Background: an optimization exercise with open tools, aiming at small area. Do not read the settings as production practice.

==> exp/nickel <==
==> flow/design.v <==
`timescale 1ns / 1ps
module riscv32i_cpu (
    input         clk, reset,
    input         Stall,
    input  [31:0] Instr,
    input         Ext_MemWrite,
    input  [31:0] Ext_WriteData, Ext_DataAdr,
    output        MemWrite,
    output [31:0] WriteData, DataAdr, ReadData,
    output [31:0] PC, Result
);
wire [2:0] f3 = Instr[14:12];
wire [4:0] rs1 = Instr[19:15];
wire [4:0] rs2 = Instr[24:20];
wire [4:0] rd  = Instr[11:7];
wire i_alu    =  Instr[4] & ~Instr[2];                           
wire i_upper  =  Instr[4] &  Instr[2];                           
wire i_load   = ~Instr[4] & ~Instr[6] & ~Instr[5];
wire i_store  = ~Instr[4] & ~Instr[6] &  Instr[5];
wire i_branch = ~Instr[4] &  Instr[6] & ~Instr[2];
wire i_jump   = ~Instr[4] &  Instr[6] &  Instr[2];               
wire i_jal    = i_jump & Instr[3];
wire i_jalr   = i_jump & ~Instr[3];
wire regwrite = ~(i_store | i_branch);
reg  [31:0] rf [1:31];
wire        rf_we = regwrite & ~reset & ~Stall;
genvar gi;
generate
    for (gi = 1; gi < 32; gi = gi + 1) begin : g_rf
        always @(posedge clk)
            if (rf_we && rd == gi) rf[gi] <= Result;
    end
endgenerate
wire [31:0] oh1 = reset ? 32'b0 : (32'b1 << rs1);
wire [31:0] oh2 = reset ? 32'b0 : (32'b1 << rs2);
reg  [31:0] rd1, rd2;
integer k;
always @(*) begin
    rd1 = {32{reset}} & Ext_DataAdr;
    rd2 = {32{reset}} & Ext_WriteData;
    for (k = 1; k < 32; k = k + 1) begin
        rd1 = rd1 | ({32{oh1[k]}} & rf[k]);
        rd2 = rd2 | ({32{oh2[k]}} & rf[k]);
    end
end
wire use_rs2 = ~reset & Instr[5] & ~Instr[2] & (Instr[4] | Instr[6]);    
wire [11:0] imm12 = {Instr[31:25], i_store ? Instr[11:7] : Instr[24:20]} & {12{~reset}};
wire [31:0] srcA = rd1;
wire [31:0] srcB = use_rs2 ? rd2 : {{20{imm12[11]}}, imm12};
wire sub = ~reset & (i_branch | (i_alu & (f3[1] | (Instr[5] & Instr[30]))));
wire [31:0] bx = srcB ^ {32{sub}};
wire [32:0] sum33 = {1'b0, srcA} + {1'b0, bx} + {32'b0, sub};
wire [31:0] sum = sum33[31:0];
wire ltu = ~sum33[32];
wire lt  = (srcA[31] ^ srcB[31]) ? srcA[31] : ltu;
wire [31:0] xr = srcA ^ srcB;
wire eq = ~|xr;
wire [4:0]  shamt = srcB[4:0];
wire        left  = ~f3[2];
wire        fill  = f3[2] & Instr[30] & srcA[31];
wire [31:0] arev;
wire [31:0] shr;
generate
    for (gi = 0; gi < 32; gi = gi + 1) begin : g_rev
        assign arev[gi] = srcA[31-gi];
    end
endgenerate
wire [31:0] sin = left ? arev : srcA;
wire [32:0] sext = $signed({fill, sin}) >>> shamt;
assign shr = sext[31:0];
wire [31:0] shl;
generate
    for (gi = 0; gi < 32; gi = gi + 1) begin : g_rev2
        assign shl[gi] = shr[31-gi];
    end
endgenerate
wire [7:0] f3oh = 8'b1 << f3;
wire [31:0] alures = ({32{f3oh[0]}} & sum)
                   | ({32{f3oh[1]}} & shl)
                   | {31'b0, f3oh[2] & lt}
                   | {31'b0, f3oh[3] & ltu}
                   | ({32{f3oh[4]}} & xr)
                   | ({32{f3oh[5]}} & shr)
                   | ({32{f3oh[6]}} & (srcA | srcB))
                   | ({32{f3oh[7]}} & (srcA & srcB));
wire take = i_jal | (i_branch & ((f3[2] ? (f3[1] ? ltu : lt) : eq) ^ f3[0]));
reg  [31:0] pc_q;
assign PC = pc_q;
wire [31:0] pc4 = {pc_q[31:2] + 30'd1, pc_q[1:0]};
wire [31:0] immpc;
assign immpc[0]     = 1'b0;
assign immpc[4:1]   = i_upper ? 4'b0 : (i_jal ? Instr[24:21] : Instr[11:8]);
assign immpc[10:5]  = i_upper ? 6'b0 : Instr[30:25];
assign immpc[11]    = i_upper ? 1'b0 : (i_jal ? Instr[20] : Instr[7]);
assign immpc[19:12] = i_branch ? {8{Instr[31]}} : Instr[19:12];
assign immpc[30:20] = i_upper ? Instr[30:20] : {11{Instr[31]}};
assign immpc[31]    = Instr[31];
wire [31:0] pcadd = pc_q + immpc;
wire [31:0] pcnext = i_jalr ? sum : (take ? pcadd : pc4);
always @(posedge clk)
    if (reset) pc_q <= 32'b0;
    else if (!Stall) pc_q <= pcnext;
assign MemWrite  = reset ? Ext_MemWrite : i_store;
assign DataAdr   = sum;
assign WriteData = rd2;
wire [5:0]  madr = sum[7:2];
wire [63:0] moh  = 64'b1 << madr;
wire        mem_we = MemWrite & ~Stall;
wire        m_w = reset | f3[1];
wire [3:0]  be;
assign be[0] = m_w | (~sum[1] & (f3[0] | ~sum[0]));
assign be[1] = m_w | (~sum[1] & (f3[0] |  sum[0]));
assign be[2] = m_w | ( sum[1] & (f3[0] | ~sum[0]));
assign be[3] = m_w | ( sum[1] & (f3[0] |  sum[0]));
wire [31:0] wlane;
assign wlane[7:0]   = rd2[7:0];
assign wlane[15:8]  = (~m_w & ~f3[0]) ? rd2[7:0] : rd2[15:8];
assign wlane[23:16] = m_w ? rd2[23:16] : rd2[7:0];
assign wlane[31:24] = m_w ? rd2[31:24] : (f3[0] ? rd2[15:8] : rd2[7:0]);
reg [31:0] dm [0:63];
generate
    for (gi = 0; gi < 64; gi = gi + 1) begin : g_dm
        always @(posedge clk) begin
            if (mem_we && moh[gi] && be[0]) dm[gi][7:0]   <= wlane[7:0];
            if (mem_we && moh[gi] && be[1]) dm[gi][15:8]  <= wlane[15:8];
            if (mem_we && moh[gi] && be[2]) dm[gi][23:16] <= wlane[23:16];
            if (mem_we && moh[gi] && be[3]) dm[gi][31:24] <= wlane[31:24];
        end
    end
endgenerate
reg [31:0] rw;
always @(*) begin
    rw = 32'b0;
    for (k = 0; k < 64; k = k + 1)
        rw = rw | ({32{moh[k]}} & dm[k]);
end
wire        l_w = f3[1];
wire        l_b = ~f3[1] & ~f3[0];
wire [1:0]  bsel = {sum[1] & ~l_w, sum[0] & l_b};
wire [7:0]  lo8 = bsel[1] ? (bsel[0] ? rw[31:24] : rw[23:16])
                          : (bsel[0] ? rw[15:8]  : rw[7:0]);
wire [7:0]  hi8h = (sum[1] & ~l_w) ? rw[31:24] : rw[15:8];
wire        sgn  = ~f3[2] & (l_b ? lo8[7] : hi8h[7]);
wire [31:0] ld;
assign ld[7:0]   = lo8;
assign ld[15:8]  = l_b ? {8{sgn}} : hi8h;
assign ld[31:16] = l_w ? rw[31:16] : {16{sgn}};
wire i_lui   = i_upper &  Instr[5];
wire i_auipc = i_upper & ~Instr[5];
assign Result = ({32{i_alu}}   & alures)
              | ({32{i_load}}  & ld)
              | ({32{i_jump}}  & pc4)
              | ({32{i_auipc}} & pcadd)
              | ({32{i_lui}}   & {Instr[31:12], 12'b0});
assign ReadData = Result;
endmodule
==> flow/run.sh <==
#!/bin/bash
# synth_recipe.tcl (not shown) runs the flow's synth.tcl, then flattens the netlist and writes it again
# the make line also repeats each setting of config.mk as NAME=value (left out here)
make -C /OpenROAD-flow-scripts/flow DESIGN_CONFIG=/design/flow/config.mk WORK_HOME=/design/flow/orfs CLKGATE_MAP_FILE= SYNTH_SCRIPT=/design/flow/synth_recipe.tcl finish
==> flow/config.mk <==
export PLATFORM = sky130hd
export DESIGN_NAME = riscv32i_cpu
export DESIGN_NICKNAME = riscv32i_cpu
export VERILOG_FILES = /design/flow/design.v
export SDC_FILE = /design/flow/constraint.sdc
export NUM_CORES = 4
export LEC_CHECK = 0
export CAP_MARGIN = 20
export CORE_MARGIN = 2
export CORE_UTILIZATION = 70
export PLACE_DENSITY = 0.8
export SETUP_SLACK_MARGIN = 0
export SLEW_MARGIN = 20
==> flow/constraint.sdc <==
create_clock -name core_clock -period 15.0 [get_ports {clk}]
set_input_delay 3.0000 -clock core_clock [delete_from_list [all_inputs] [get_ports {clk}]]
set_output_delay 3.0000 -clock core_clock [all_outputs]
set_load 0.01 [all_outputs]
==> exp/tundra (differences from exp/nickel) <==
--- a/flow/design.v
+++ b/flow/design.v
@@ -34,14 +34,16 @@
 wire [31:0] oh1 = reset ? 32'b0 : (32'b1 << rs1);
 wire [31:0] oh2 = reset ? 32'b0 : (32'b1 << rs2);
-reg  [31:0] rd1, rd2;
-integer k;
-always @(*) begin
-    rd1 = {32{reset}} & Ext_DataAdr;
-    rd2 = {32{reset}} & Ext_WriteData;
-    for (k = 1; k < 32; k = k + 1) begin
-        rd1 = rd1 | ({32{oh1[k]}} & rf[k]);
-        rd2 = rd2 | ({32{oh2[k]}} & rf[k]);
+wire [31:0] rd1, rd2;
+wire [1023:0] rf_p1, rf_p2;
+generate
+    for (gi = 1; gi < 32; gi = gi + 1) begin : g_rfcat
+        assign rf_p1[gi*32 +: 32] = rf[gi];
+        assign rf_p2[gi*32 +: 32] = rf[gi];
     end
-end
+endgenerate
+assign rf_p1[31:0] = Ext_DataAdr;
+assign rf_p2[31:0] = Ext_WriteData;
+onehot_mux #(32) rp1 ({oh1[31:1], reset}, rf_p1, rd1);
+onehot_mux #(32) rp2 ({oh2[31:1], reset}, rf_p2, rd2);
 wire use_rs2 = ~reset & Instr[5] & ~Instr[2] & (Instr[4] | Instr[6]);    
 wire [11:0] imm12 = {Instr[31:25], i_store ? Instr[11:7] : Instr[24:20]} & {12{~reset}};
@@ -129,10 +131,12 @@
     end
 endgenerate
-reg [31:0] rw;
-always @(*) begin
-    rw = 32'b0;
-    for (k = 0; k < 64; k = k + 1)
-        rw = rw | ({32{moh[k]}} & dm[k]);
-end
+wire [31:0]   rw;
+wire [2047:0] dm_cat;
+generate
+    for (gi = 0; gi < 64; gi = gi + 1) begin : g_dmcat
+        assign dm_cat[gi*32 +: 32] = dm[gi];
+    end
+endgenerate
+onehot_mux #(64) mp (moh, dm_cat, rw);
 wire        l_w = f3[1];
 wire        l_b = ~f3[1] & ~f3[0];
@@ -155,2 +159,23 @@
 assign ReadData = Result;
 endmodule
+module onehot_mux #(parameter N = 32) (
+    input  [N-1:0]      sel,
+    input  [N*32-1:0]   d,
+    output [31:0]       q
+);
+localparam G = (N + 2) / 3;
+reg [G-1:0] t [0:31];       
+integer b, g, j;
+reg [31:0] qq;
+always @(*) begin
+    for (b = 0; b < 32; b = b + 1) begin
+        for (g = 0; g < G; g = g + 1) begin
+            t[b][g] = 1'b0;
+            for (j = 3*g; j < 3*g + 3; j = j + 1)
+                if (j < N) t[b][g] = t[b][g] | (sel[j] & d[j*32 + b]);
+        end
+        qq[b] = |t[b];
+    end
+end
+assign q = qq;
+endmodule
CTS_BUF_LIST = sky130_fd_sc_hd__clkbuf_4 sky130_fd_sc_hd__clkbuf_8   (was not set)
==> results.sh <==
export IMPL_synth_adder_area_share=0.0123
export IMPL_grt_overflow=2
export IMPL_place_area_mm2=0.145
export IMPL_run_status="did not finish"
export IMPL_synth_top_area_share=0.696
export IMPL_met3_usage=0.678
export IMPL_synth_distinct_cells=102
export IMPL_stop_error="[ERROR GRT-0116] Global routing finished with congestion. Check the congestion regions in the DRC Viewer."
export IMPL_synth_xor_area_frac=0.00741
export IMPL_haltStage="5_1_grt"
# the run above: exp/tundra

==> results.sh <==
export IMPL_synth_adder_area_share=0.0123
export IMPL_stop_error="[ERROR GRT-0232] Routing congestion too high. Check the congestion heatmap in the GUI."
export IMPL_run_status="did not finish"
export IMPL_synth_distinct_cells=105
export IMPL_haltStage="5_1_grt"
# the run above: exp/nickel

Function was not checked in any run of this note: the RTL went through the layout flow alone.
